Source: an optimization exercise on an open RTL-to-GDS flow (aim: small area, a short achievable clock period and few clock cycles). Production flows keep margins and buffers that such runs may drop. In this exercise RTL edits were held to simulation tests only and were not proved equivalent to the original. Power figures rest on the tool's default switching activity, not on a simulated workload.

## flow/run.sh

```bash
#!/bin/bash
# The standard layout, with ORFS's timing repair aiming further below the
# fixed 10 ns clock (the clock and constraints are unchanged).
set -euo pipefail
bash standard.sh SETUP_SLACK_MARGIN=6.5 finish > flow_make.log 2>&1
```

## design.v

```verilog
`timescale 1ns / 1ps
module conv_top
  #(
    parameter integer C_S00_AXIS_TDATA_WIDTH = 32
  )
  (
    input wire CLK,
    input wire RESETN,
    output wire S_AXIS_TREADY,
    input wire [C_S00_AXIS_TDATA_WIDTH-1 : 0] S_AXIS_TDATA,
    input wire [(C_S00_AXIS_TDATA_WIDTH/8)-1 : 0] S_AXIS_TKEEP,
    input wire S_AXIS_TUSER,
    input wire S_AXIS_TLAST,
    input wire S_AXIS_TVALID,
    input wire M_AXIS_TREADY,
    output wire M_AXIS_TUSER,
    output wire [C_S00_AXIS_TDATA_WIDTH-1 : 0] M_AXIS_TDATA,
    output wire [(C_S00_AXIS_TDATA_WIDTH/8)-1 : 0] M_AXIS_TKEEP,
    output wire M_AXIS_TLAST,
    output wire M_AXIS_TVALID,
    input wire [31:0] PADDR,
    input wire PSEL,
    input wire PENABLE,
    input wire PWRITE,
    input wire [31:0] PWDATA,
    output wire PSLVERR,
    output wire PREADY,
    output wire [31:0] PRDATA,
    output wire [13:0] MEM_ADDR,
    output wire [31:0] MEM_WDATA,
    output wire MEM_EN,
    output wire MEM_WE,
    input wire [31:0] MEM_RDATA
  );
  assign PREADY  = 1'b1;
  assign PSLVERR = 1'b0;
  assign M_AXIS_TUSER = 1'b0;
  assign M_AXIS_TKEEP = 4'hF;
  wire       cmd_wr;
  wire [4:0] ic, oc;
  wire       fl8;
  wire       f_done, b_done, r_done, t_done;
  wire       prdata0;
  assign PRDATA = {31'd0, prdata0};
  conv_apb u_conv_apb (
    .clk(CLK), .rstn(RESETN),
    .paddr(PADDR[15:0]), .psel(PSEL), .penable(PENABLE), .pwrite(PWRITE), .pwdata(PWDATA),
    .prdata0(prdata0),
    .f_done(f_done), .b_done(b_done), .r_done(r_done), .t_done(t_done),
    .cmd_wr(cmd_wr), .ic(ic), .oc(oc), .fl8(fl8)
  );
  conv_module u_conv_module (
    .clk(CLK), .rstn(RESETN),
    .cmd_wr(cmd_wr), .cmd(PWDATA[2:0]), .ic(ic), .oc(oc), .fl8(fl8),
    .f_done(f_done), .b_done(b_done), .r_done(r_done), .t_done(t_done),
    .s_tready(S_AXIS_TREADY), .s_tdata(S_AXIS_TDATA), .s_tlast(S_AXIS_TLAST), .s_tvalid(S_AXIS_TVALID),
    .m_tdata(M_AXIS_TDATA), .m_tlast(M_AXIS_TLAST), .m_tvalid(M_AXIS_TVALID),
    .mem_addr(MEM_ADDR), .mem_wdata(MEM_WDATA), .mem_en(MEM_EN), .mem_we(MEM_WE), .mem_rdata(MEM_RDATA)
  );
endmodule
module conv_module (
  input  wire        clk,
  input  wire        rstn,
  input  wire        cmd_wr,
  input  wire [2:0]  cmd,
  input  wire [4:0]  ic,
  input  wire [4:0]  oc,
  input  wire        fl8,
  output reg         f_done,
  output reg         b_done,
  output reg         r_done,
  output reg         t_done,
  output reg         s_tready,
  input  wire [31:0] s_tdata,
  input  wire        s_tlast,
  input  wire        s_tvalid,
  output wire [31:0] m_tdata,
  output reg         m_tlast,
  output reg         m_tvalid,
  output wire [13:0] mem_addr,
  output wire [31:0] mem_wdata,
  output reg         mem_en,
  output reg         mem_we,
  input  wire [31:0] mem_rdata
);
  localparam P_IDLE = 3'd0, P_FEAT = 3'd1, P_BIAS = 3'd2, P_WLD = 3'd3,
             P_SEND = 3'd4, P_COMP = 3'd5;
  localparam OP_NONE = 3'd0, OP_A = 3'd1, OP_W = 3'd2, OP_B = 3'd3,
             OP_BW = 3'd4, OP_SEND = 3'd5;
  reg  [2:0]  ph;
  reg  [10:0] ma;
  reg  [63:0] rs;           
  assign mem_addr  = {3'b000, ma};
  assign mem_wdata = rs[31:0];
  assign m_tdata   = sw;
  wire take = s_tvalid & s_tready;
  reg  [9:0]  cnt;
  reg  [31:0] sw;           
  reg  [23:0] wt;           
  reg  [7:0]  bias;         
  reg  [1:0]  nrep;         
  reg         wl_last;
  reg  [1:0]  bst;          
  reg  [23:0] trip;
  always @(*) begin
    case (nrep)
      2'd0:    trip = s_tdata[23:0];
      2'd1:    trip = {s_tdata[15:0], sw[31:24]};
      2'd2:    trip = {s_tdata[7:0], sw[31:16]};
      default: trip = sw[31:8];
    endcase
  end
  reg  [3:0]  o, i;
  reg  [2:0]  r;
  reg  [1:0]  kr, q;
  reg  [2:0]  sidx;
  reg  [9:0]  wbase;
  reg  [5:0]  wi3;          
  reg  [8:0]  rptr;
  reg         have_res, dummy;
  reg         rpar;         
  reg         drain;        
  reg  [2:0]  dc;
  reg         q_end, kl_r, il_r, rl_r, r0_r, ol_r;
  reg  [6:0]  ic3;         
  wire        wr_step  = have_res & (fl8 ? ((sidx == 3'd2) | (sidx == 3'd3))
                                         : ((sidx == 3'd2) & ~rpar));
  wire [1:0]  qlast    = (fl8 | wr_step) ? 2'd3 : 2'd1;
  wire        r_last   = (r == (fl8 ? 3'd7 : 3'd3));
  wire [2:0]  y        = r + {1'b0, kr} - 3'd1;
  wire [7:0]  fa0      = fl8 ? {i, y, 1'b0} : {2'b00, i, y[1:0]};
  wire [7:0]  fa1      = {i, y, 1'b1};
  wire [9:0]  waddr    = wbase + {4'd0, wi3} + {8'd0, kr};
  wire        wch_end  = ({1'b0, wi3} == ic3 - 7'd1);
  wire        dr_wr    = drain & ((dc == 3'd3) | (dc == 3'd4));
  wire        fin      = drain & (dc == 3'd4);
  reg  [2:0]  op1, op2;
  reg         last1, last2;
  reg         d1a, d2a, d3a, d4a;
  reg  [1:0]  d1q, d2q, d3q;
  reg         d1f, d2f, d3f, d4f;
  wire        wl_wr    = take | ((nrep == 2'd3) & (bst == 2'd0));
  wire [1:0]  nrep_nx  = take ? nrep + 2'd1 : 2'd0;
  wire        bst_nx   = wch_end & (o[1:0] == 2'd3);
  wire        wlast_nx = wl_last | (take & s_tlast);
  wire        wl_go    = (bst == 2'd0) &
                         (wl_wr ? (wlast_nx & (nrep_nx != 2'd3) & ~bst_nx) : wl_last);
  always @(posedge clk or negedge rstn) begin
    if (!rstn) begin
      ph <= P_IDLE;
      f_done <= 1'b0; b_done <= 1'b0; r_done <= 1'b0; t_done <= 1'b0;
      s_tready <= 1'b0;
      m_tvalid <= 1'b0;
      mem_en <= 1'b0; mem_we <= 1'b0;
      op1 <= OP_NONE; op2 <= OP_NONE;
      d1a <= 1'b0; d2a <= 1'b0; d3a <= 1'b0; d4a <= 1'b0;
    end else begin
      mem_en <= 1'b0;
      mem_we <= 1'b0;
      op1 <= OP_NONE;
      op2 <= op1;
      m_tvalid <= (op2 == OP_SEND);
      if (m_tvalid && m_tlast) t_done <= 1'b1;
      d1a <= (ph == P_COMP) & ~drain & (fl8 | ~q[1]);
      d2a <= d1a; d3a <= d2a; d4a <= d3a;
      case (ph)
        P_FEAT, P_BIAS: begin
          if (take) begin
            mem_en <= 1'b1; mem_we <= 1'b1;
            if (s_tlast) begin
              s_tready <= 1'b0;
              ph <= P_IDLE;
              if (ph == P_FEAT) f_done <= 1'b1; else b_done <= 1'b1;
            end
          end
        end
        P_WLD: begin
          if (bst == 2'd1) begin
            mem_en <= 1'b1; op1 <= OP_BW;
          end else if (bst == 2'd2) begin
            if (op2 == OP_BW) s_tready <= (nrep != 2'd3) & ~wl_last;
          end else if (wl_wr) begin
            mem_en <= 1'b1; mem_we <= 1'b1;
            s_tready <= (nrep_nx != 2'd3) & ~bst_nx & ~wlast_nx;
          end
          if (wl_go) ph <= P_COMP;
        end
        P_COMP: begin
          if (drain) begin
            if (dr_wr) begin
              mem_en <= 1'b1; mem_we <= 1'b1;
            end
          end else if (q == 2'd0) begin
            mem_en <= 1'b1; op1 <= OP_A;
          end else if (q == 2'd1) begin
            mem_en <= 1'b1; op1 <= OP_W;
          end else if (q == 2'd2 && fl8) begin
            mem_en <= 1'b1; op1 <= OP_B;
          end else if (wr_step) begin
            mem_en <= 1'b1; mem_we <= 1'b1;
          end
          if (fin) begin
            ph <= P_IDLE;
            r_done <= 1'b1;
          end
        end
        P_SEND: begin
          if (cnt[8:0] != rptr) begin
            mem_en <= 1'b1; op1 <= OP_SEND;
          end
        end
        default: ;
      endcase
      if (cmd_wr) begin
        case (cmd)
          3'd1: begin ph <= P_FEAT; s_tready <= 1'b1; end
          3'd2: begin ph <= P_BIAS; s_tready <= 1'b1; end
          3'd3: begin ph <= P_WLD;  s_tready <= 1'b1; end
          3'd4: begin ph <= P_SEND; end
          default: begin
            ph <= P_IDLE; s_tready <= 1'b0;
            f_done <= 1'b0; b_done <= 1'b0; r_done <= 1'b0; t_done <= 1'b0;
          end
        endcase
      end
    end
  end
  reg  [7:0] x0, x1, x2, x3;
  reg  [7:0] nx0, nx1, nx2, nx3;
  always @(*) begin
    if (d3q == 2'd0) begin
      nx0 = 8'd0;  nx1 = sw[7:0];  nx2 = sw[15:8];  nx3 = sw[23:16];
    end else begin
      nx0 = x2;    nx1 = x3;
      nx2 = d3q[0] ? sw[31:24] : sw[15:8];
      nx3 = (d3q == 2'd2) ? sw[23:16] : ((d3q == 2'd1 && fl8) ? mem_rdata[7:0] : 8'd0);
    end
    if (!d3a) begin nx0 = 8'd0; nx1 = 8'd0; nx2 = 8'd0; nx3 = 8'd0; end
  end
  wire [22:0] ra0, rb0, rc0, ra1, rb1, rc1;
  csa3 u_m0 (.x0(x0), .x1(x1), .x2(x2), .w0(wt[7:0]), .w1(wt[15:8]), .w2(wt[23:16]),
             .ra(ra0), .rb(rb0), .rc(rc0));
  csa3 u_m1 (.x0(x1), .x1(x2), .x2(x3), .w0(wt[7:0]), .w1(wt[15:8]), .w2(wt[23:16]),
             .ra(ra1), .rb(rb1), .rc(rc1));
  reg  [16:0] sa0, sa1;
  reg  [15:0] sb0, sc0, sb1, sc1;
  reg  [22:0] p0a, p0b, p1a, p1b, p2a, p2b;
  reg  [11:0] mla, mlb;
  reg         mca, mcb;
  reg  [10:0] mha, mhb, mka, mkb;
  wire [22:0] bias64 = {{9{bias[7]}}, bias, 6'd0};
  wire [22:0] fin_a  = {mha + mka + {10'd0, mca}, mla};
  wire [22:0] fin_b  = {mhb + mkb + {10'd0, mcb}, mlb};
  wire [22:0] rin_a  = fl8 ? p1a : fin_a;
  wire [22:0] rin_b  = fl8 ? p1b : fin_b;
  wire [22:0] u1a, u2a, u1b, u2b;
  csa4 u_acc_a (.p(p0a), .ra({6'h3F, sa0}), .rb({7'd0, sb0}), .rc({7'd0, sc0}), .s1(u1a), .s2(u2a));
  csa4 u_acc_b (.p(p0b), .ra({6'h3F, sa1}), .rb({7'd0, sb1}), .rc({7'd0, sc1}), .s1(u1b), .s2(u2b));
  wire [12:0] lo_a = {1'b0, u1a[11:0]} + {1'b0, u2a[11:0]};
  wire [12:0] lo_b = {1'b0, u1b[11:0]} + {1'b0, u2b[11:0]};
  function [7:0] sat;
    input [22:0] v;
    begin
      if (v[22])              sat = 8'd0;
      else if (|v[21:13])     sat = 8'h7F;
      else                    sat = {1'b0, v[12:6]};
    end
  endfunction
  always @(posedge clk) begin
    d1q <= q; d2q <= d1q; d3q <= d2q;
    d1f <= (sidx == 3'd0); d2f <= d1f; d3f <= d2f; d4f <= d3f;
    x0 <= nx0; x1 <= nx1; x2 <= nx2; x3 <= nx3;
    last2 <= last1;
    sa0 <= ra0[16:0]; sb0 <= rb0[15:0]; sc0 <= rc0[15:0];
    sa1 <= ra1[16:0]; sb1 <= rb1[15:0]; sc1 <= rc1[15:0];
    ic3 <= {1'b0, ic, 1'b0} + {2'b00, ic};
    case (op2)
      OP_A:    sw <= mem_rdata;
      OP_W:    begin wt <= mem_rdata[23:0]; bias <= mem_rdata[31:24]; end
      OP_B:    sw <= mem_rdata;
      OP_BW:   {bias, wt} <= mem_rdata;
      OP_SEND: begin
        sw <= mem_rdata;
        m_tlast <= last2;
      end
      default: ;
    endcase
    p0a <= d4f ? bias64 : rin_a;
    p0b <= d4f ? bias64 : rin_b;
    p1a <= p2a; p1b <= p2b;
    p2a <= fin_a; p2b <= fin_b;
    mla <= lo_a[11:0]; mca <= lo_a[12]; mha <= u1a[22:12]; mka <= u2a[22:12];
    mlb <= lo_b[11:0]; mcb <= lo_b[12]; mhb <= u1b[22:12]; mkb <= u2b[22:12];
    if (d4a && d4f) begin
      if (fl8) rs <= {sat(rin_b), sat(rin_a), rs[63:16]};
      else     rs[63:32] <= {sat(rin_b), sat(rin_a), rs[63:48]};
    end
    if (ph == P_COMP && (drain ? (dc == 3'd4) :
        fl8 ? (sidx == 3'd3 && q == 2'd0) :
        (have_res && (rpar ? (sidx == 3'd3 && q == 2'd1) : (sidx == 3'd2 && q == 2'd3)))))
      rs[31:0] <= rs[63:32];
    q_end <= (ph == P_COMP) & ~q_end & ((q + 2'd1) == qlast);
    kl_r  <= (kr == (r_last ? 2'd1 : 2'd2));
    il_r  <= ({1'b0, i} == ic - 5'd1);
    rl_r  <= r_last;
    r0_r  <= (r == 3'd0);
    ol_r  <= ({1'b0, o} == oc - 5'd1);
    case (ph)
      P_IDLE: begin
        cnt <= 10'd0;
        nrep <= 2'd0;
        wl_last <= 1'b0;
        bst <= 2'd0;
        o <= 4'd0;
        wi3 <= 6'd0;
      end
      P_FEAT, P_BIAS: begin
        if (take) begin
          ma <= (ph == P_FEAT) ? {3'b000, cnt[7:0]} : {9'b001000000, cnt[1:0]};
          rs[31:24] <= s_tdata[31:24];
          rs[23:0] <= trip;         
          cnt <= cnt + 10'd1;
          if (ph == P_BIAS && cnt[1:0] == 2'd0) {bias, wt} <= s_tdata;
        end
      end
      P_WLD: begin
        if (bst == 2'd1) begin
          ma <= {9'b001000000, o[3:2]};
          bst <= 2'd2;
        end else if (bst == 2'd2) begin
          if (op2 == OP_BW) bst <= 2'd0;
        end else if (wl_wr) begin
          ma <= {1'b1, cnt};
          case (o[1:0])
            2'd0: rs[31:24] <= wt[7:0];
            2'd1: rs[31:24] <= wt[15:8];
            2'd2: rs[31:24] <= wt[23:16];
            default: rs[31:24] <= bias;
          endcase
          rs[23:0] <= trip;
          cnt <= cnt + 10'd1;
          nrep <= nrep_nx;
          if (take) sw[31:8] <= s_tdata[31:8];
          if (take && s_tlast) wl_last <= 1'b1;
          if (wch_end) begin
            wi3 <= 6'd0;
            o <= o + 4'd1;
            if (bst_nx) bst <= 2'd1;
          end else begin
            wi3 <= wi3 + 6'd1;
          end
        end
        if (wl_go) begin
          o <= 4'd0; r <= 3'd0; i <= 4'd0; kr <= 2'd1; q <= 2'd0; q_end <= 1'b0;
          sidx <= 3'd0; wbase <= 10'd0; wi3 <= 6'd0; rptr <= 9'd0;
          have_res <= 1'b0; dummy <= 1'b0; drain <= 1'b0; rpar <= 1'b0;
        end
      end
      P_COMP: if (drain) begin
        dc <= dc + 3'd1;
        if (dr_wr) begin
          ma <= {3'b010, rptr[7:0]};
          rptr <= rptr + 9'd1;
        end
      end else begin
        if (q == 2'd0) ma <= {3'b000, fa0};
        else if (q == 2'd1) ma <= {1'b1, waddr};
        else if (q == 2'd2 && fl8) ma <= {3'b000, fa1};
        else begin
          ma <= {3'b010, rptr[7:0]};
          if (wr_step) rptr <= rptr + 9'd1;
        end
        if (q_end) begin
          q <= 2'd0;
          if (dummy) begin
            drain <= 1'b1;
            dc <= 3'd0;
          end else if (!kl_r) begin
            kr <= kr + 2'd1;
            if (sidx != 3'd4) sidx <= sidx + 3'd1;
          end else if (!il_r) begin
            i <= i + 4'd1;
            wi3 <= wi3 + 6'd3;
            kr <= r0_r ? 2'd1 : 2'd0;
            if (sidx != 3'd4) sidx <= sidx + 3'd1;
          end else begin
            i <= 4'd0;
            wi3 <= 6'd0;
            have_res <= 1'b1;
            rpar <= ~rpar;
            sidx <= 3'd0;
            if (!rl_r) begin
              r <= r + 3'd1;
              kr <= 2'd0;
            end else begin
              r <= 3'd0;
              kr <= 2'd1;
              if (!ol_r) begin
                o <= o + 4'd1;
                wbase <= wbase + {3'd0, ic3};
              end else begin
                dummy <= 1'b1;
              end
            end
          end
        end else begin
          q <= q + 2'd1;
        end
      end
      P_SEND: begin
        if (cnt[8:0] != rptr) begin
          ma <= {3'b010, cnt[7:0]};
          last1 <= (cnt[8:0] == rptr - 9'd1);
          cnt <= cnt + 10'd1;
        end
      end
      default: ;
    endcase
  end
endmodule
module csa4 (
  input  wire [22:0] p, ra, rb, rc,
  output wire [22:0] s1, s2
);
  wire [22:0] t1 = p ^ ra ^ rb;
  wire [22:0] c1 = {(p[21:0] & ra[21:0]) | (p[21:0] & rb[21:0]) | (ra[21:0] & rb[21:0]), 1'b0};
  assign s1 = t1 ^ rc ^ c1;
  assign s2 = {(t1[21:0] & rc[21:0]) | (t1[21:0] & c1[21:0]) | (rc[21:0] & c1[21:0]), 1'b0};
endmodule
module csa3 (
  input  wire [7:0] x0, x1, x2, w0, w1, w2,
  output wire [22:0] ra, rb, rc
);
  wire t1, t2;
  assign {t2, t1} = (x0[0] & w0[6]) + (x0[1] & w0[5]) + (x0[2] & w0[4]);
  wire t3, t4;
  assign {t4, t3} = {~(x0[0] & w0[7])} + (x0[1] & w0[6]) + (x0[2] & w0[5]);
  wire t5, t6;
  assign {t6, t5} = (x0[3] & w0[4]) + (x0[4] & w0[3]) + (x0[5] & w0[2]);
  wire t7, t8;
  assign {t8, t7} = (x0[6] & w0[1]) + {~(x0[7] & w0[0])} + {~(x1[0] & w1[7])};
  wire t9, t10;
  assign {t10, t9} = {~(x0[1] & w0[7])} + (x0[2] & w0[6]) + (x0[3] & w0[5]);
  wire t11, t12;
  assign {t12, t11} = (x0[4] & w0[4]) + (x0[5] & w0[3]) + (x0[6] & w0[2]);
  wire t13, t14;
  assign {t14, t13} = {~(x0[7] & w0[1])} + {~(x1[1] & w1[7])} + (x1[2] & w1[6]);
  wire t15, t16;
  assign {t16, t15} = {~(x0[2] & w0[7])} + (x0[3] & w0[6]) + (x0[4] & w0[5]);
  wire t17, t18;
  assign {t18, t17} = (x0[5] & w0[4]) + (x0[6] & w0[3]);
  wire t19, t20;
  assign {t20, t19} = (x0[0] & w0[4]) + (x0[1] & w0[3]) + (x0[2] & w0[2]);
  wire t21, t22;
  assign {t22, t21} = (x0[0] & w0[5]) + (x0[1] & w0[4]) + (x0[2] & w0[3]);
  wire t23, t24;
  assign {t24, t23} = (x0[3] & w0[2]) + (x0[4] & w0[1]) + (x0[5] & w0[0]);
  wire t25, t26;
  assign {t26, t25} = (x1[0] & w1[5]) + (x1[1] & w1[4]) + (x1[2] & w1[3]);
  wire t27, t28;
  assign {t28, t27} = (x0[3] & w0[3]) + (x0[4] & w0[2]) + (x0[5] & w0[1]);
  wire t29, t30;
  assign {t30, t29} = (x0[6] & w0[0]) + (x1[0] & w1[6]) + (x1[1] & w1[5]);
  wire t31, t32;
  assign {t32, t31} = (x1[2] & w1[4]) + (x1[3] & w1[3]) + (x1[4] & w1[2]);
  wire t33, t34;
  assign {t34, t33} = (x1[5] & w1[1]) + (x1[6] & w1[0]) + (x2[0] & w2[6]);
  wire t35, t36;
  assign {t36, t35} = (x2[1] & w2[5]) + (x2[2] & w2[4]);
  wire t37, t38;
  assign {t38, t37} = (x1[1] & w1[6]) + (x1[2] & w1[5]) + (x1[3] & w1[4]);
  wire t39, t40;
  assign {t40, t39} = (x1[4] & w1[3]) + (x1[5] & w1[2]) + (x1[6] & w1[1]);
  wire t41, t42;
  assign {t42, t41} = {~(x1[7] & w1[0])} + {~(x2[0] & w2[7])} + (x2[1] & w2[6]);
  wire t43, t44;
  assign {t44, t43} = (x2[2] & w2[5]) + (x2[3] & w2[4]) + (x2[4] & w2[3]);
  wire t45, t46;
  assign {t46, t45} = (x2[5] & w2[2]) + (x2[6] & w2[1]) + {~(x2[7] & w2[0])};
  wire t47, t48;
  assign {t48, t47} = t2 + t3;
  wire t49, t50;
  assign {t50, t49} = (x1[3] & w1[5]) + (x1[4] & w1[4]) + (x1[5] & w1[3]);
  wire t51, t52;
  assign {t52, t51} = (x1[6] & w1[2]) + {~(x1[7] & w1[1])} + {~(x2[1] & w2[7])};
  wire t53, t54;
  assign {t54, t53} = (x2[2] & w2[6]) + (x2[3] & w2[5]) + (x2[4] & w2[4]);
  wire t55, t56;
  assign {t56, t55} = (x2[5] & w2[3]) + (x2[6] & w2[2]) + {~(x2[7] & w2[1])};
  wire t57, t58;
  assign {t58, t57} = 1'b1 + t4 + t6;
  wire t59, t60;
  assign {t60, t59} = t8 + t9 + t11;
  wire t61, t62;
  assign {t62, t61} = {~(x0[7] & w0[2])} + {~(x1[2] & w1[7])} + (x1[3] & w1[6]);
  wire t63, t64;
  assign {t64, t63} = (x1[4] & w1[5]) + (x1[5] & w1[4]) + (x1[6] & w1[3]);
  wire t65, t66;
  assign {t66, t65} = {~(x1[7] & w1[2])} + {~(x2[2] & w2[7])} + (x2[3] & w2[6]);
  wire t67, t68;
  assign {t68, t67} = (x2[4] & w2[5]) + (x2[5] & w2[4]) + (x2[6] & w2[3]);
  wire t69, t70;
  assign {t70, t69} = {~(x2[7] & w2[2])} + 1'b1 + t10;
  wire t71, t72;
  assign {t72, t71} = t12 + t14 + t15;
  wire t73, t74;
  assign {t74, t73} = {~(x0[3] & w0[7])} + (x0[4] & w0[6]) + (x0[5] & w0[5]);
  wire t75, t76;
  assign {t76, t75} = (x0[6] & w0[4]) + {~(x0[7] & w0[3])} + {~(x1[3] & w1[7])};
  wire t77, t78;
  assign {t78, t77} = (x1[4] & w1[6]) + (x1[5] & w1[5]) + (x1[6] & w1[4]);
  wire t79, t80;
  assign {t80, t79} = {~(x1[7] & w1[3])} + {~(x2[3] & w2[7])} + (x2[4] & w2[6]);
  wire t81, t82;
  assign {t82, t81} = (x2[5] & w2[5]) + (x2[6] & w2[4]) + {~(x2[7] & w2[3])};
  wire t83, t84;
  assign {t84, t83} = {~(x0[4] & w0[7])} + (x0[5] & w0[6]) + (x0[6] & w0[5]);
  wire t85, t86;
  assign {t86, t85} = {~(x0[7] & w0[4])} + {~(x1[4] & w1[7])} + (x1[5] & w1[6]);
  wire t87, t88;
  assign {t88, t87} = (x0[0] & w0[3]) + (x0[1] & w0[2]) + (x0[2] & w0[1]);
  wire t89, t90;
  assign {t90, t89} = (x0[3] & w0[0]) + (x1[0] & w1[3]);
  wire t91, t92;
  assign {t92, t91} = (x0[3] & w0[1]) + (x0[4] & w0[0]) + (x1[0] & w1[4]);
  wire t93, t94;
  assign {t94, t93} = (x1[1] & w1[3]) + (x1[2] & w1[2]) + (x1[3] & w1[1]);
  wire t95, t96;
  assign {t96, t95} = (x1[4] & w1[0]) + (x2[0] & w2[4]) + (x2[1] & w2[3]);
  wire t97, t98;
  assign {t98, t97} = (x1[3] & w1[2]) + (x1[4] & w1[1]) + (x1[5] & w1[0]);
  wire t99, t100;
  assign {t100, t99} = (x2[0] & w2[5]) + (x2[1] & w2[4]) + (x2[2] & w2[3]);
  wire t101, t102;
  assign {t102, t101} = (x2[3] & w2[2]) + (x2[4] & w2[1]) + (x2[5] & w2[0]);
  wire t103, t104;
  assign {t104, t103} = t20 + t21;
  wire t105, t106;
  assign {t106, t105} = (x2[3] & w2[3]) + (x2[4] & w2[2]) + (x2[5] & w2[1]);
  wire t107, t108;
  assign {t108, t107} = (x2[6] & w2[0]) + t1 + t22;
  wire t109, t110;
  assign {t110, t109} = t24 + t26 + t27;
  wire t111, t112;
  assign {t112, t111} = t29 + t31 + t33;
  wire t113, t114;
  assign {t114, t113} = t5 + t7 + t28;
  wire t115, t116;
  assign {t116, t115} = t30 + t32 + t34;
  wire t117, t118;
  assign {t118, t117} = t36 + t37 + t39;
  wire t119, t120;
  assign {t120, t119} = t41 + t43 + t45;
  wire t121, t122;
  assign {t122, t121} = t13 + t38 + t40;
  wire t123, t124;
  assign {t124, t123} = t42 + t44 + t46;
  wire t125, t126;
  assign {t126, t125} = t48 + t49 + t51;
  wire t127, t128;
  assign {t128, t127} = t53 + t55 + t57;
  wire t129, t130;
  assign {t130, t129} = t17 + t50 + t52;
  wire t131, t132;
  assign {t132, t131} = t54 + t56 + t58;
  wire t133, t134;
  assign {t134, t133} = t60 + t61 + t63;
  wire t135, t136;
  assign {t136, t135} = t65 + t67 + t69;
  wire t137, t138;
  assign {t138, t137} = t16 + t18 + t62;
  wire t139, t140;
  assign {t140, t139} = t64 + t66 + t68;
  wire t141, t142;
  assign {t142, t141} = t70 + t72 + t73;
  wire t143, t144;
  assign {t144, t143} = t75 + t77 + t79;
  wire t145, t146;
  assign {t146, t145} = (x1[6] & w1[5]) + {~(x1[7] & w1[4])} + {~(x2[4] & w2[7])};
  wire t147, t148;
  assign {t148, t147} = (x2[5] & w2[6]) + (x2[6] & w2[5]) + {~(x2[7] & w2[4])};
  wire t149, t150;
  assign {t150, t149} = t74 + t76 + t78;
  wire t151, t152;
  assign {t152, t151} = t80 + t82 + t83;
  wire t153, t154;
  assign {t154, t153} = {~(x0[5] & w0[7])} + (x0[6] & w0[6]) + {~(x0[7] & w0[5])};
  wire t155, t156;
  assign {t156, t155} = {~(x1[5] & w1[7])} + (x1[6] & w1[6]) + {~(x1[7] & w1[5])};
  wire t157, t158;
  assign {t158, t157} = {~(x2[5] & w2[7])} + (x2[6] & w2[6]) + {~(x2[7] & w2[5])};
  wire t159, t160;
  assign {t160, t159} = (x0[0] & w0[2]) + (x0[1] & w0[1]) + (x0[2] & w0[0]);
  wire t161, t162;
  assign {t162, t161} = (x1[0] & w1[2]) + (x1[1] & w1[1]);
  wire t163, t164;
  assign {t164, t163} = (x1[1] & w1[2]) + (x1[2] & w1[1]) + (x1[3] & w1[0]);
  wire t165, t166;
  assign {t166, t165} = (x2[0] & w2[3]) + (x2[1] & w2[2]) + (x2[2] & w2[1]);
  wire t167, t168;
  assign {t168, t167} = (x2[3] & w2[0]) + t87;
  wire t169, t170;
  assign {t170, t169} = (x2[2] & w2[2]) + (x2[3] & w2[1]) + (x2[4] & w2[0]);
  wire t171, t172;
  assign {t172, t171} = t19 + t88 + t90;
  wire t173, t174;
  assign {t174, t173} = t91 + t93 + t95;
  wire t175, t176;
  assign {t176, t175} = t23 + t25 + t92;
  wire t177, t178;
  assign {t178, t177} = t94 + t96 + t97;
  wire t179, t180;
  assign {t180, t179} = t99 + t101 + t103;
  wire t181, t182;
  assign {t182, t181} = t35 + t98 + t100;
  wire t183, t184;
  assign {t184, t183} = t102 + t104 + t105;
  wire t185, t186;
  assign {t186, t185} = t107 + t109 + t111;
  wire t187, t188;
  assign {t188, t187} = t47 + t106 + t108;
  wire t189, t190;
  assign {t190, t189} = t110 + t112 + t113;
  wire t191, t192;
  assign {t192, t191} = t115 + t117 + t119;
  wire t193, t194;
  assign {t194, t193} = t59 + t114 + t116;
  wire t195, t196;
  assign {t196, t195} = t118 + t120 + t121;
  wire t197, t198;
  assign {t198, t197} = t123 + t125 + t127;
  wire t199, t200;
  assign {t200, t199} = t71 + t122 + t124;
  wire t201, t202;
  assign {t202, t201} = t126 + t128 + t129;
  wire t203, t204;
  assign {t204, t203} = t131 + t133 + t135;
  wire t205, t206;
  assign {t206, t205} = t81 + t130 + t132;
  wire t207, t208;
  assign {t208, t207} = t134 + t136 + t137;
  wire t209, t210;
  assign {t210, t209} = t139 + t141 + t143;
  wire t211, t212;
  assign {t212, t211} = t85 + t138 + t140;
  wire t213, t214;
  assign {t214, t213} = t142 + t144 + t145;
  wire t215, t216;
  assign {t216, t215} = t147 + t149 + t151;
  wire t217, t218;
  assign {t218, t217} = t84 + t86 + t146;
  wire t219, t220;
  assign {t220, t219} = t148 + t150 + t152;
  wire t221, t222;
  assign {t222, t221} = t153 + t155 + t157;
  wire t223, t224;
  assign {t224, t223} = {~(x0[6] & w0[7])} + {~(x0[7] & w0[6])} + {~(x1[6] & w1[7])};
  wire t225, t226;
  assign {t226, t225} = {~(x1[7] & w1[6])} + {~(x2[6] & w2[7])} + {~(x2[7] & w2[6])};
  wire t227, t228;
  assign {t228, t227} = t154 + t156 + t158;
  wire t229, t230;
  assign {t230, t229} = (x0[0] & w0[1]) + (x0[1] & w0[0]) + (x1[0] & w1[1]);
  wire t231, t232;
  assign {t232, t231} = (x1[2] & w1[0]) + (x2[0] & w2[2]) + (x2[1] & w2[1]);
  wire t233, t234;
  assign {t234, t233} = (x2[2] & w2[0]) + t159;
  wire t235, t236;
  assign {t236, t235} = t89 + t160 + t162;
  wire t237, t238;
  assign {t238, t237} = t163 + t165 + t167;
  wire t239, t240;
  assign {t240, t239} = t164 + t166 + t168;
  wire t241, t242;
  assign {t242, t241} = t169 + t171 + t173;
  wire t243, t244;
  assign {t244, t243} = t170 + t172 + t174;
  wire t245, t246;
  assign {t246, t245} = t175 + t177 + t179;
  wire t247, t248;
  assign {t248, t247} = t176 + t178 + t180;
  wire t249, t250;
  assign {t250, t249} = t181 + t183 + t185;
  wire t251, t252;
  assign {t252, t251} = t182 + t184 + t186;
  wire t253, t254;
  assign {t254, t253} = t187 + t189 + t191;
  wire t255, t256;
  assign {t256, t255} = t188 + t190 + t192;
  wire t257, t258;
  assign {t258, t257} = t193 + t195 + t197;
  wire t259, t260;
  assign {t260, t259} = t194 + t196 + t198;
  wire t261, t262;
  assign {t262, t261} = t199 + t201 + t203;
  wire t263, t264;
  assign {t264, t263} = t200 + t202 + t204;
  wire t265, t266;
  assign {t266, t265} = t205 + t207 + t209;
  wire t267, t268;
  assign {t268, t267} = t206 + t208 + t210;
  wire t269, t270;
  assign {t270, t269} = t211 + t213 + t215;
  wire t271, t272;
  assign {t272, t271} = t212 + t214 + t216;
  wire t273, t274;
  assign {t274, t273} = t217 + t219 + t221;
  wire t275, t276;
  assign {t276, t275} = t218 + t220 + t222;
  wire t277, t278;
  assign {t278, t277} = t223 + t225 + t227;
  wire t279, t280;
  assign {t280, t279} = (x0[7] & w0[7]) + (x1[7] & w1[7]) + (x2[7] & w2[7]);
  wire t281, t282;
  assign {t282, t281} = t224 + t226 + t228;
  wire t283, t284;
  assign {t284, t283} = (x1[1] & w1[0]) + (x2[0] & w2[1]);
  wire t285, t286;
  assign {t286, t285} = t161 + t230 + t231;
  wire t287, t288;
  assign {t288, t287} = t232 + t234 + t235;
  wire t289, t290;
  assign {t290, t289} = t236 + t238 + t239;
  wire t291, t292;
  assign {t292, t291} = t240 + t242 + t243;
  wire t293, t294;
  assign {t294, t293} = t244 + t246 + t247;
  wire t295, t296;
  assign {t296, t295} = t248 + t250 + t251;
  wire t297, t298;
  assign {t298, t297} = t252 + t254 + t255;
  wire t299, t300;
  assign {t300, t299} = t256 + t258 + t259;
  wire t301, t302;
  assign {t302, t301} = t260 + t262 + t263;
  wire t303, t304;
  assign {t304, t303} = t264 + t266 + t267;
  wire t305, t306;
  assign {t306, t305} = t268 + t270 + t271;
  wire t307, t308;
  assign {t308, t307} = t272 + t274 + t275;
  wire t309, t310;
  assign {t310, t309} = t276 + t278 + t279;
  wire t311, t312;
  assign {t312, t311} = 1'b1 + t280;
  assign ra = {1'b1, 1'b1, 1'b1, 1'b1, 1'b1, 1'b1, t312, t282, t281, t277, t273, t269, t265, t261, t257, t253, t249, t245, t241, t237, t233, (x2[1] & w2[0]), (x0[0] & w0[0])};
  assign rb = {1'b0, 1'b0, 1'b0, 1'b0, 1'b0, 1'b0, 1'b0, t310, t308, t306, t304, t302, t300, t298, t296, t294, t292, t290, t288, t286, t284, t229, (x1[0] & w1[0])};
  assign rc = {1'b0, 1'b0, 1'b0, 1'b0, 1'b0, 1'b0, 1'b0, t311, t309, t307, t305, t303, t301, t299, t297, t295, t293, t291, t289, t287, t285, t283, (x2[0] & w2[0])};
endmodule
module conv_apb (
  input  wire        clk,
  input  wire        rstn,
  input  wire [15:0] paddr,
  input  wire        psel,
  input  wire        penable,
  input  wire        pwrite,
  input  wire [31:0] pwdata,
  output reg         prdata0,
  input  wire        f_done,
  input  wire        b_done,
  input  wire        r_done,
  input  wire        t_done,
  output wire        cmd_wr,      
  output reg  [4:0]  ic,
  output reg  [4:0]  oc,
  output reg         fl8
);
  wire hi0  = (paddr[15:6] == 10'd0);
  wire wr   = psel & penable & pwrite & hi0;
  assign cmd_wr = wr & (paddr[5:2] == 4'h0);
  always @(posedge clk) begin
    if (wr && paddr[5:2] == 4'h1) ic  <= pwdata[4:0];
    if (wr && paddr[5:2] == 4'h2) oc  <= pwdata[4:0];
    if (wr && paddr[5:2] == 4'h3) fl8 <= pwdata[3];
  end
  reg st;
  always @(*) begin
    case (paddr[5:2])
      4'h8: st = f_done;
      4'h9: st = b_done;
      4'hA: st = r_done;
      4'hB: st = t_done;
      default: st = 1'b0;
    endcase
  end
  always @(posedge clk or negedge rstn) begin
    if (!rstn) prdata0 <= 1'b0;
    else       prdata0 <= psel & ~penable & ~pwrite & hi0 & st;
  end
endmodule
```

## constraint.sdc

```tcl
create_clock -name core_clock -period 10.0 [get_ports {CLK}]
set_input_delay 2.0000 -clock core_clock [delete_from_list [all_inputs] [get_ports {CLK}]]
set_output_delay 2.0000 -clock core_clock [all_outputs]
set_load 0.01 [all_outputs]
```

## standard.sh

```bash
#!/bin/bash
# synth_recipe.tcl (not shown) runs the flow's synth.tcl, then flattens the netlist and writes it again
# the make line also repeats each setting of config.mk as NAME=value (left out here)
make -C /OpenROAD-flow-scripts/flow DESIGN_CONFIG=/design/flow/config.mk WORK_HOME=/design/flow/orfs CLKGATE_MAP_FILE= SYNTH_SCRIPT=/design/flow/synth_recipe.tcl "${@:-finish}"
```

## config.mk

```make
export PLATFORM = sky130hd
export DESIGN_NAME = conv_top
export DESIGN_NICKNAME = conv_top
export VERILOG_FILES = /design/flow/design.v
export SDC_FILE = /design/flow/constraint.sdc
export NUM_CORES = 4
export LEC_CHECK = 0
export CAP_MARGIN = 20
export CORE_MARGIN = 2
export CORE_UTILIZATION = 30
export SETUP_SLACK_MARGIN = 5
export SLEW_MARGIN = 20
```

==> results_dict.tcl, run 1 <==
set metrics [dict create \
    status "finished clean" \
    portBuffers 170 \
    firstDrtPassIters 7 \
    period_share 0.352 \
    ios 263 \
    dieHeight_um 348 \
    worstMarginPinSlew_ps 1090 \
    endpoint_kind "register" \
    required_ps 10490 \
    cts_tree "built" \
    clk_pin_slew_worst_paths_ps 60 \
    cp.arrival_ps 4010 \
    vias_per_cell 4.84 \
    slew_violations 0 \
    num_rows 126 \
    critPathKind "register to register" \
    peakVddDrop_v 0.000136 \
    p_leak_nw 17.2 \
    via_count 25041 \
    grt_pass1_wl_mm 163 \
    ant_nets 0 \
    startpoint_type "register" \
    grt.overflow.total 0 \
    wire_per_inst_um 20.9 \
    drive_above_1_share 0.102 \
    fmax_mhz 284 \
    synth_area_sq_um 35400 \
    drv_cap 0 \
    clock_skew_ps 36.4 \
    synth_edf_count 125 \
    grt_pass1_vias 25515 \
    ys_types 88 \
    insertion_delay_ps 630 \
    final.setup.tns_ps 0 \
    design.core.area_sq_um 118000 \
    dieArea_sq_um 121000 \
    hold_viol_final 0 \
    yosysSeqAreaShare 0.376 \
    post-place-ws_ps 5430 \
    grtUsageTotal 0.179 \
    first_iter_violations 2192 \
    path_max_fanout 8 \
    cts_sinks 597 \
    start_util 0.301 \
    antenna_found_initial 19 \
    ys_seq_elements 597 \
    die_x_um 348 \
    min_path_type "register to register" \
    synth_cells 3442 \
    ys_async_sr_fraction 0.0369 \
    synthFlopType "dfxtp_1" \
    nNetsFinal 4222 \
    cts_buffers 68 \
    cts.htree.levels 3 \
    fin_area_sq_um 41600 \
    grt_max_degree 65 \
    p_per_area_nw_per_um2 150 \
    drc_errors 0 \
    period_needed_ps 3520 \
    wirelength_mm 108 \
    yosys_warnings 2 \
    setup_viol 0 \
    relSlewSlack 0.270 \
    setup_slack_ps 6480 \
    place_hpwl_mm 79.4 \
    clockBufferDepth 3 \
    synth.avg_cell_area_sq_um 10.3 \
    rsz0062_at_grt "true" \
    gp_congestion 0.879 \
    root_buffer "clkbuf_16" \
    syn2layout_area_growth_pct 17.4 \
    placed_area_sq_um 38400 \
    fin_util 0.354 \
]
-- worst paths after layout --
kind	start	to	slack (ps)	depth (start not counted)
worst max-delay path	u_conv_module.x0[5]	u_conv_module.sc0[10]	6480	9
worst min-delay path	u_conv_module.p2a[18]	u_conv_module.p1a[18]	320	0
worst max register to register	u_conv_module.x0[5]	u_conv_module.sc0[10]	6480	9
worst min register to register	u_conv_module.p2a[18]	u_conv_module.p1a[18]	320	0
max in group asynchronous	RESETN	u_conv_module.m_tvalid	7960	2
min in group asynchronous	RESETN	u_conv_apb.prdata0	1740	2
-- where the power goes --
group	switching (mW)	internal, mW
sequential	0.0541	2.61
clock	1.07	1.56
combinational	0.569	0.366
total	1.69	4.53
-- flip-flops by register name, indices dropped and copies added (netlist names), 12 cells and up --
signal             flops
u_conv_module.rs      60
u_conv_module.sw      32
u_conv_module.wt      24
u_conv_module.p0a     23
u_conv_module.p0b     23
u_conv_module.p1a     23
u_conv_module.p1b     23
u_conv_module.p2a     23
u_conv_module.p2b     23
u_conv_module.sa0     17
u_conv_module.sa1     17
u_conv_module.sb0     16
u_conv_module.sb1     16
u_conv_module.sc0     16
u_conv_module.sc1     16
u_conv_module.mla     12
u_conv_module.mlb     12
-- final cells by class --
type	count	area (sq um)
antenna	2	5.00
clock buffer	92	1980
clock inverter	29	398
fill	11801	76000
inverter	365	1370
multi-input combinational	2292	20000
sequential	597	13500
tap	1536	1920
timing repair buffer	258	2420
-- per-stage QoR --
stage	hold WS, ps	power [mW]	instances
after floorplan	310	3.32	3481
after global placement	310	3.62	4989
after detailed placement	312	3.61	4989
after CTS	323	6.26	5153
after global routing	327	6.48	5169
final	324	6.23	5171
-- layer usage --
metal  vias to the layer above  wire length (um)  GRT usage
met5                         -               105          0
li1                      11422                 -          -
met1                     12462             47000      0.241
met2                       962             47600      0.277
met4                        18              3510     0.0596
met3                       177              9760     0.0457
-- placed cells by master, fill, tap and decap left out, drive strengths merged, types with 32 or more instances in the layout --
master,instances
edfxtp,125
nor2b,32
dlygate4sd2,84
fa,361
and2,302
nand3,39
clkdlybuf4s50,76
conb,41
inv,371
nand2,331
clkbuf,93
a222oi,34
dfxtp,450
nor2,133
ha,138
o21ai,212
xor2,42
mux2i,140
a21oi,110
xnor2,59
buf,90
-- what timing repair did --
| action | 4_1_cts | 5_1_grt |
|---|---|---|
| hold buffers | 0 | 0 |
| gates cloned | 2 | 0 |
| endpoints found under the hold margin | 0 | 0 |
| pin swaps | 22 | 22 |
| resized for setup | 238 | 58 |
| endpoints found under the setup margin | 247 | 151 |
| buffers inserted | 41 | 16 |
-- Yosys cell counts (29+ instances only) --
library cell  count  area [sq um]
o21ai_0         207          1040
and2_1          302          1890
mux2i_1         140          1400
xor2_1           42           368
xnor2_1          59           517
fa_1            361          7230
a21oi_1         109           546
nand3_1          39           195
nor2b_1          32           200
edfxtp_1        125          3750
a222oi_1         34           340
ha_1            138          1730
inv_1           362          1360
clkbuf_1        129           484
nand2_1         331          1240
nor2_1          133           499
nand2b_1         29           181
dfxtp_1         450          9010
buf_4            76           571
-- kinds of logic (layout without fill, tap and decap cells) --
| logic type | count (synthesis) | in the layout | synth area share |
|---|---|---|---|
| xor gates and xnor gates | 101 | 101 | 0.0250 |
| adders and majority gates | 501 | 501 | 0.253 |
| muxes | 151 | 151 | 0.0434 |
| DFF | 597 | 597 | 0.376 |
| buffers and inverters | 592 | 744 | 0.0711 |
| AOI/OAI and AO/OA | 507 | 507 | 0.0893 |
| other | 2 | 43 | 0.000212 |
| and+or+nand+nor | 991 | 991 | 0.142 |
-- critical path, stage by stage (launching register included) --
cell	delay, ps
dfxtp_1	460
and2_1	230
fa_1	470
inv_1	50
fa_2	340
fa_2	460
fa_2	580
inv_1	50
fa_2	330
fa_1	430
Testbench counts, summed over its fixed seeds: cycles 10,440.
==> inputs of run 2 (changes only) <==
==> flow/run.sh (replaced) <==
#!/bin/bash
# The standard layout, with ORFS's timing repair aiming further below the
# fixed 10 ns clock (the clock and constraints are unchanged).
set -euo pipefail
bash standard.sh SETUP_SLACK_MARGIN=6.0 finish > flow_make.log 2>&1
--- a/config.mk
+++ b/config.mk
@@ -7,6 +7,6 @@
 export LEC_CHECK = 0
 export CAP_MARGIN = 20
 export CORE_MARGIN = 2
-export CORE_UTILIZATION = 30
+export CORE_UTILIZATION = 40
 export SETUP_SLACK_MARGIN = 5
 export SLEW_MARGIN = 20
==> results_dict.tcl, run 2 <==
set metrics [dict create \
    path_max_fanout 17 \
    gp_congestion 0.875 \
    hold_viol_final 0 \
    ios 263 \
    firstDrtPassIters 9 \
    fillers 8426 \
    critPathMostFrequentCell "fa_1" \
    wire_per_inst_um 20.4 \
    cp.arrival_ps 4350 \
    ys_types 88 \
    crit_chain "nand2_1 > fa_1 > fa_1 > fa_1 > inv_1 > fa_1 > fa_1" \
    wirelength_mm 96.9 \
    synth_xor_area_frac 0.0250 \
    final.setup.tns_ps 0 \
    final_common_cell "dfxtp_1" \
    rsz0062_at_grt "true" \
    setup_slack_ps 6090 \
    top_register "u_conv_module.rs" \
    clk_pin_slew_worst_paths_ps 60 \
    p_leak_nw 16.7 \
    grt_pass1_wl_mm 151 \
    synthFlopType "dfxtp_1" \
    synth-compound-area-share 0.0893 \
    drive_above_1_share 0.0591 \
    placed_area_sq_um 37900 \
    root_buffer "clkbuf_16" \
    ys_async_sr_fraction 0.0369 \
    fin_area_sq_um 40200 \
    synth_mux_area_frac 0.0434 \
    antenna_found_initial 6 \
    synth_cells 3442 \
    post-place-ws_ps 5540 \
    start_util 0.402 \
    p_per_area_nw_per_um2 153 \
    nNetsFinal 4170 \
    synth_area_sq_um 35400 \
    largestRegisters "u_conv_module.rs x60, u_conv_module.sw x32, u_conv_module.wt x24" \
    yosysSeqAreaShare 0.376 \
    syn2layout_area_growth_pct 13.5 \
    multiInputGateArea_sq_um 19800 \
    cts_tree "built" \
    dieHeight_um 302 \
    synth.most_common_cell "dfxtp_1" \
    cts_buffers 70 \
    synth.avg_cell_area_sq_um 10.3 \
    startpoint_type "register" \
    ys_seq_elements 597 \
    postCtsSetupBuffers 0 \
    drv_cap 0 \
    insertion_delay_ps 630 \
    slew_violations 0 \
    relSlewSlack 0.273 \
    synth_edf_count 125 \
    peakVddDrop_v 0.000137 \
    largest_reg_flops 60 \
    fin_util 0.457 \
    min_path_type "register to register" \
    design.core.area_sq_um 88100 \
    dieArea_sq_um 91000 \
    vias_per_cell 5.15 \
    place_hpwl_mm 69.9 \
    clockBufferDepth 3 \
    status "finished clean" \
    period_share 0.391 \
    grt_pass1_vias 25151 \
    cts.htree.levels 3 \
    endpoint_kind "register" \
    die_x_um 302 \
    clock_skew_ps 60.1 \
    setup_viol 0 \
    ant_nets 0 \
    fin_hold_ws_ps 298 \
    grt.overflow.total 0 \
    cts_sinks 597 \
    cpPeakStageDelay_ps 1000 \
    portBuffers 170 \
    drc_errors 0 \
    reg2reg_slack_ps 6090 \
    yosys_warnings 2 \
    worstMarginPinSlew_ps 1090 \
    critPathKind "register to register" \
    grt_max_degree 65 \
    synth-adder-area-share 0.253 \
    grtUsageTotal 0.218 \
    fmax_mhz 256 \
    via_count 24499 \
    yosys.area_share.simple 0.142 \
    synth.top_cell.area_share 0.254 \
    num_rows 109 \
    synth_top_family_by_area "adder cells" \
    crit_path_top_delay_cell "dfxtp_1" \
    post-synth-top-area-cell "dfxtp_1" \
    period_needed_ps 3910 \
    required_ps 10450 \
    final_cell_mix "dfxtp_1 (428), inv_1 (362), fa_1 (361)" \
    yosys-top-cells-count "dfxtp_1 (450), inv_1 (362), fa_1 (361)" \
    regArea_sq_um 13300 \
    first_iter_violations 2033 \
    synth_area_leaders "dfxtp_1 (25%), fa_1 (20%), edfxtp_1 (11%)" \
]
## run 2: cell counts after synthesis
Identical to the previous run, type by type.
## run 2: worst max-delay path: cells and delay by family (launching register included)
| family | cells | cell delay, ps |
|---|---|---|
| adders and majority gates | 5 | 2460 |
| buffers and inverters | 1 | 60 |
| DFF | 1 | 1000 |
| and+or+nand+nor | 1 | 190 |
## run 2: path summary, 6_finish.rpt
| check | to | cells past startpoint | start |
|---|---|---|---|
| setup reg to reg | u_conv_module.sc0[8] | 7 | u_conv_module.x2[1] |
| min in group asynchronous | u_conv_module.mem_en | 1 | RESETN |
| setup / recovery | u_conv_module.sc0[8] | 7 | u_conv_module.x2[1] |
| max in group asynchronous | u_conv_module.ph[1] | 1 | RESETN |
| hold reg to reg | u_conv_module.p1a[5] | 0 | u_conv_module.p2a[5] |
| hold / removal | u_conv_module.p1a[5] | 0 | u_conv_module.p2a[5] |
## run 2: repair_timing
action | 4_1_cts | 5_1_grt
hold buffers | 0 | 0
setup endpoints to repair | 13 | 15
resized for setup | 10 | 11
## run 2: stage by stage
step	power [mW]	instances
4_1_cts	6.20	4752
2_1_floorplan	3.32	3481
5_1_grt	6.40	4752
6_report	6.14	4753
3_5_place_dp	3.63	4623
3_3_place_gp	3.63	4623
## run 2: cell type report
| type | instances | area share |
|---|---|---|
| sequential | 597 | 0.332 |
| tap | 1165 | 0.0362 |
| clock inverter | 33 | 0.00749 |
| clock buffer | 96 | 0.0495 |
| antenna | 1 | 0.0000622 |
| multi-input combinational | 2292 | 0.492 |
| inverter | 365 | 0.0340 |
| timing repair buffer | 204 | 0.0487 |
## run 2: report_power, final
part	total [mW]	leakage (nW)	switching [mW]	internal, mW
logic	0.924	10.3	0.565	0.358
registers	2.67	5.21	0.0536	2.62
clock network	2.55	1.14	1.08	1.47
total	6.14	16.7	1.70	4.44
## run 2: logic make-up after synthesis
family | Yosys count
AO/OA/AOI/OAI | 507
buffers and inverters | 592
other | 2
multiplexers | 151
AND/OR/NAND/NOR | 991
XOR/XNOR | 101
flip-flops | 597
adder cells (fa/ha/maj) | 501
## run 2: layer usage
layer	wire length (um)	global-route usage	vias up
met5	0	0	-
met3	7480	0.0403	185
met4	3080	0.0720	0
li1	-	-	11345
met2	43600	0.346	898
met1	42700	0.302	12071
==> inputs of run 3 (changes only) <==
==> flow/run.sh (replaced) <==
#!/bin/bash
# The standard layout, with ORFS's timing repair aiming further below the
# fixed 10 ns clock (the clock and constraints are unchanged).
set -euo pipefail
bash standard.sh SETUP_SLACK_MARGIN=6.8 finish > flow_make.log 2>&1
==> results_dict.tcl, run 3 <==
set metrics [dict create \
    yosysSeqAreaShare 0.376 \
    grt_max_degree 65 \
    drc_errors 0 \
    ys_seq_elements 597 \
    required_ps 10560 \
    portBuffers 170 \
    firstDrtPassIters 7 \
    top_register "u_conv_module.rs" \
    worst-path-stages 10 \
    yosys-top-cells-count "dfxtp_1 (450), inv_1 (362), fa_1 (361)" \
    dieArea_sq_um 91000 \
    relSlewSlack 0.293 \
    synth.most_common_cell "dfxtp_1" \
    drv_cap 0 \
    num_rows 109 \
    dieHeight_um 302 \
    peakVddDrop_v 0.000122 \
    critPathKind "register to register" \
    syn2layout_area_growth_pct 19.2 \
    final_cell_mix "dfxtp_1 (371), inv_1 (330), nand2_1 (321)" \
    place_inst 4635 \
    ant_nets 0 \
    yosys_warnings 2 \
    reg2regPathDepth 10 \
    wirelength_mm 101 \
    final_common_cell "dfxtp_1" \
    startpoint_type "register" \
    vias_per_cell 5.16 \
    crit_chain "buf_12 > and2_4 > fa_1 > inv_1 > fa_2 > fa_2 > fa_2 > inv_2 > fa_2 > fa_2" \
    clockBufferDepth 3 \
    grt_pass1_vias 26020 \
    largest_reg_flops 60 \
    grt_pass1_wl_mm 155 \
    synth_area_sq_um 35400 \
    largestRegisters "u_conv_module.rs x60, u_conv_module.sw x32, u_conv_module.wt x24" \
    critical_path.top_delay_family "adder cells" \
    insertion_delay_ps 620 \
    place_hpwl_mm 69.6 \
    worstMarginPinSlew_ps 1060 \
    grt.overflow.total 0 \
    status "finished clean" \
    placed_area_sq_um 38300 \
    cts_buffers 71 \
    synthFlopType "dfxtp_1" \
    first_iter_violations 1948 \
    cts_sinks 597 \
    synth_area_leaders "dfxtp_1 (25%), fa_1 (20%), edfxtp_1 (11%)" \
    ios 263 \
    crit_path_top_delay_cell "fa_2" \
    min_path_type "register to register" \
    final.setup.tns_ps 0 \
    timing.critical_path.buf_inv 3 \
    hold_viol_final 0 \
    period_needed_ps 3520 \
    finalNonFillerCells 4875 \
    fin_area_sq_um 42200 \
    cpPeakStageDelay_ps 550 \
    synth.top_cell.area_share 0.254 \
    slew_violations 0 \
    fin_util 0.479 \
    p_leak_nw 17.6 \
    min_path_cells 0 \
    via_count 25168 \
    fmax_mhz 284 \
    gp_congestion 0.875 \
    setup_viol 0 \
    fin_hold_ws_ps 321 \
    cp.arrival_ps 4080 \
    root_buffer "clkbuf_16" \
    post-synth-top-area-cell "dfxtp_1" \
    design.core.area_sq_um 88100 \
    cts_tree "built" \
    die_x_um 302 \
    fillers 8270 \
    endpoint_kind "register" \
    nNetsFinal 4290 \
    start_util 0.402 \
    grtUsageTotal 0.224 \
    wire_per_inst_um 20.7 \
    critPathMostFrequentCell "fa_2" \
    period_share 0.352 \
    antenna_found_initial 7 \
    ys_types 88 \
    rsz0062_at_grt "true" \
    path_max_fanout 6 \
    clock_skew_ps 35.9 \
    ys_async_sr_fraction 0.0369 \
    synth_cells 3442 \
    p_per_area_nw_per_um2 151 \
    clk_pin_slew_worst_paths_ps 60 \
    synth_edf_count 125 \
    synth.avg_cell_area_sq_um 10.3 \
    cts.htree.levels 3 \
    drive_above_1_share 0.186 \
]
run 3: per-layer routing:
layer | part of all wire | vias to the layer above | wire (um) | GRT usage
li1 | - | 11561 | - | -
met2 | 0.45 | 956 | 45500 | 0.359
met1 | 0.43 | 12436 | 43600 | 0.301
met5 | 0.00021 | - | 21 | 0
met3 | 0.079 | 211 | 7980 | 0.0422
met4 | 0.039 | 4 | 3890 | 0.0872
run 3: final cells by class:
class / instances / area [sq um] / area share
well taps: 1165 / 1460 / 0.0345
multi-input cells: 2292 / 20600 / 0.487
clock inverters: 33 / 429 / 0.0102
diodes: 3 / 7.51 / 0.000178
flip-flops and latches: 597 / 13500 / 0.320
repair buffers: 323 / 2890 / 0.0684
inverters: 365 / 1370 / 0.0324
clock buffers: 97 / 2010 / 0.0475
run 3: logic make-up (layout without fill, tap and decap cells):
family,after synthesis,after routing,share of synthesized area
AOI/OAI and AO/OA,507,507,0.0893
xor gates and xnor gates,101,101,0.0250
adders and majority gates,501,501,0.253
buffers and inverters,592,818,0.0711
DFF,597,597,0.376
muxes,151,151,0.0434
other,2,44,0.000212
and+or+nand+nor,991,991,0.142
run 3: timing repair:
| item | 4_1_cts | 5_1_grt |
|---|---|---|
| pin swaps | 60 | 48 |
| resized for setup | 610 | 118 |
| hold buffers | 0 | 0 |
| setup buffers | 82 | 23 |
| gates cloned | 2 | 0 |
| setup endpoints to repair | 336 | 101 |
run 3: final timing paths:
kind / from / endpoint / slack, ps
worst min-delay path: u_conv_module.p2a[0] / u_conv_module.p1a[0] / 320
worst min register to register: u_conv_module.p2a[0] / u_conv_module.p1a[0] / 320
worst max register to register: u_conv_module.wt[3] / u_conv_module.sc1[10] / 6480
worst max-delay path: u_conv_module.wt[3] / u_conv_module.sc1[10] / 6480
min in group asynchronous: RESETN / u_conv_module.ph[0] / 1360
max in group asynchronous: RESETN / u_conv_module.s_tready / 8240
run 3: metrics by stage:
| step | power [mW] | setup slack [ps] |
|---|---|---|
| floorplan | 3.32 | 6400 |
| global placement | 3.66 | 5720 |
| detailed placement | 3.65 | 5710 |
| CTS | 6.39 | 6490 |
| global route | 6.65 | 6430 |
| finish | 6.38 | 6480 |
run 3: power breakdown:
group          switching [mW]  total [mW]  internal, mW  leakage, nW
logic                   0.650        1.06         0.408         11.2
clock network            1.07        2.67          1.60         1.20
registers              0.0524        2.66          2.61         5.23
total                    1.77        6.38          4.62         17.6
==> inputs of run 4 (changes only) <==
==> run.sh (new file) <==
#!/bin/bash
# synth_recipe.tcl (not shown) runs the flow's synth.tcl, then flattens the netlist and writes it again
# the make line also repeats each setting of config.mk as NAME=value (left out here)
make -C /OpenROAD-flow-scripts/flow DESIGN_CONFIG=/design/flow/config.mk WORK_HOME=/design/flow/orfs CLKGATE_MAP_FILE= SYNTH_SCRIPT=/design/flow/synth_recipe.tcl finish
removed: flow/run.sh
removed: standard.sh
==> results_dict.tcl, run 4 <==
set metrics [dict create \
    synth.most_common_cell "dfxtp_1" \
    firstDrtPassIters 12 \
    p_leak_nw 16.7 \
    post-place-ws_ps 5540 \
    grt_max_degree 65 \
    endpoint_kind "register" \
    clockBufferDepth 3 \
    ys_seq_elements 597 \
    final_cell_mix "dfxtp_1 (447), inv_1 (362), fa_1 (361)" \
    swShare 0.276 \
    startpoint_type "register" \
    grtUsageTotal 0.218 \
    power_mw 6.14 \
    ant_nets 0 \
    ys_types 88 \
    synthFlopType "dfxtp_1" \
    fin_hold_ws_ps 299 \
    via_count 24556 \
    synth_area_sq_um 35400 \
    yosys-top-cells-count "dfxtp_1 (450), inv_1 (362), fa_1 (361)" \
    synth.avg_cell_area_sq_um 10.3 \
    top_register "u_conv_module.rs" \
    dieHeight_um 302 \
    synth_edf_count 125 \
    final_common_cell "dfxtp_1" \
    synth_cells 3442 \
    cp.arrival_ps 4800 \
    grt_pass1_wl_mm 151 \
    min_path_type "register to register" \
    cts.htree.levels 3 \
    diodes 0 \
    first_iter_violations 2005 \
    period_needed_ps 4320 \
    portBuffers 170 \
    nNetsFinal 4170 \
    p_seq_frac 0.435 \
    antenna_found_initial 6 \
    largest_reg_flops 60 \
    relSlewSlack 0.154 \
    num_rows 109 \
    clockPowerShare 0.414 \
    fin_area_sq_um 40200 \
    worstMarginPinSlew_ps 1270 \
    p_per_area_nw_per_um2 153 \
    clk_pin_slew_worst_paths_ps 60 \
    fmax_mhz 232 \
    setup_viol 0 \
    drv_cap 0 \
    setup_slack_ps 5680 \
    ys_async_sr_fraction 0.0369 \
    final.setup.tns_ps 0 \
    grt_pass1_vias 25151 \
    gp_congestion 0.875 \
    die_x_um 302 \
    slew_violations 0 \
    peakVddDrop_v 0.000137 \
    dieArea_sq_um 91000 \
    path_max_fanout 18 \
    rsz0062_at_grt "false" \
    cts_sinks 597 \
    internal-power_mw 4.44 \
    drive_above_1_share 0.0538 \
    wirelength_mm 96.8 \
    clock_skew_ps 58.1 \
    critPathKind "register to register" \
    post_cts_resize_count 0 \
    start_util 0.402 \
    insertion_delay_ps 630 \
    status "finished clean" \
    vias_per_cell 5.17 \
    postCtsSetupBuffers 0 \
    yosys_warnings 2 \
    root_buffer "clkbuf_16" \
    cts_hold_buf 0 \
    grt.overflow.total 0 \
    cts_buffers 70 \
    syn2layout_area_growth_pct 13.4 \
    cts_tree "built" \
    combPwrFrac 0.150 \
    yosysSeqAreaShare 0.376 \
    required_ps 10480 \
    place_hpwl_mm 69.9 \
    ios 263 \
    design.core.area_sq_um 88100 \
    placed_area_sq_um 37900 \
    switching_power_mw 1.69 \
    wire_per_inst_um 20.4 \
    period_share 0.432 \
    synth_area_leaders "dfxtp_1 (25%), fa_1 (20%), edfxtp_1 (11%)" \
    drc_errors 0 \
    hold_viol_final 0 \
    largestRegisters "u_conv_module.rs x60, u_conv_module.sw x32, u_conv_module.wt x24" \
    synth.top_cell.area_share 0.254 \
    post-synth-top-area-cell "dfxtp_1" \
]
-- run 4: cell types whose count changed in the layout (fill, tap and decap cells not counted), moves of 43 or more --
cell and delta:
dfxtp_1 +76, fa_2 -71, fa_1 +71, clkdlybuf4s50_1 +96
buf_4 -63, buf_2 -78, dfxtp_4 -43
-- run 4: layout make-up --
class                           instances  area (sq um)
Fill cell                            8438         47900
Multi-Input combinational cell       2292         19800
Sequential cell                       597         13300
Clock buffer                           96          1990
Timing Repair Buffer                  204          1960
Tap cell                             1165          1460
Inverter                              365          1370
Clock inverter                         33           302
-- run 4: power groups by stage --
stage	clock (mW)	sequential [mW]	combinational, mW
floorplan	0	2.70	0.614
global placement	0	2.72	0.914
detailed placement	0	2.72	0.911
CTS	2.60	2.67	0.924
global route	2.69	2.68	1.03
finish	2.54	2.67	0.924
-- run 4: logic make-up (layout without fill, tap and decap cells) --
| kind of cell | Yosys count | after routing | synth area share |
|---|---|---|---|
| compound gates | 507 | 507 | 0.0893 |
| xor+xnor | 101 | 101 | 0.0250 |
| fa+ha+maj | 501 | 501 | 0.253 |
| buf+inv | 592 | 698 | 0.0711 |
| flops | 597 | 597 | 0.376 |
| mux | 151 | 151 | 0.0434 |
| other cells | 2 | 41 | 0.000212 |
| simple gates | 991 | 991 | 0.142 |
-- run 4: critical path: stages (launching register included) --
cell     delay (ps)
dfxtp_1        1070
nand2_1         200
fa_1            490
fa_1            470
fa_1            550
fa_1            500
inv_1            50
fa_1            410
fa_1            440
-- run 4: worst paths after layout --
path | from | end | slack [ps] | cells past startpoint
worst max-delay path | u_conv_module.wt[1] | u_conv_module.sc0[10] | 5680 | 8
worst min-delay path | u_conv_module.p2a[5] | u_conv_module.p1a[5] | 300 | 0
worst max register to register | u_conv_module.wt[1] | u_conv_module.sc0[10] | 5680 | 8
worst min register to register | u_conv_module.p2a[5] | u_conv_module.p1a[5] | 300 | 0
max in group asynchronous | RESETN | u_conv_module.ph[1] | 7400 | 1
min in group asynchronous | RESETN | u_conv_module.mem_en | 1960 | 1
-- run 4: layer usage --
layer	GRT usage	vias to the layer above	part of all wire
met1	0.302	12130	0.44
met5	0	-	0
met4	0.0720	0	0.031
met3	0.0403	184	0.077
li1	-	11336	-
met2	0.346	906	0.45
-- run 4: stage by stage --
step,utilization,instances
after floorplan,-,3481
after global placement,0.430,4623
after detailed placement,0.430,4623
after CTS,0.456,4752
after global routing,0.456,4752
final,0.456,4752

-- afterwards: timing with drivers on the ports --
In the flow no input, the clock included, has a driving cell. The finished layouts below were timed again as built, in two steps. Step 1 sets driving cells, clkbuf_16 on the clock port and buf_2 on the other inputs (assumed; they add their load-dependent delay and slew). Step 2 also shifts input and output timing later by t, the mid clock arrival at the registers, as if the neighbouring blocks saw the same clock. a / b / c = ideal ports / drivers / drivers and shift; a / b = the first two.
| run | t, ns | slack for setup (ns) | worst setup path after step 2 | worst register clock-pin slew, ns |
|---|---|---|---|---|
| run 1 | 0.682 | 6.482 / 6.438 / 5.931 | input to register | 0.07 / 0.07 |
| run 2 | 0.667 | 6.094 / 6.094 / 5.539 | input to register | 0.06 / 0.06 |
| run 3 | 0.669 | 6.477 / 6.477 / 6.219 | input to register | 0.06 / 0.06 |
| run 4 | 0.666 | 5.682 / 5.682 / 5.499 | input to register | 0.06 / 0.06 |
After both steps setup and hold are still met in every run listed. For run 2, which loses most, drivers alone change the setup slack by 0.000 ns; drivers and shift together by -0.555 ns.
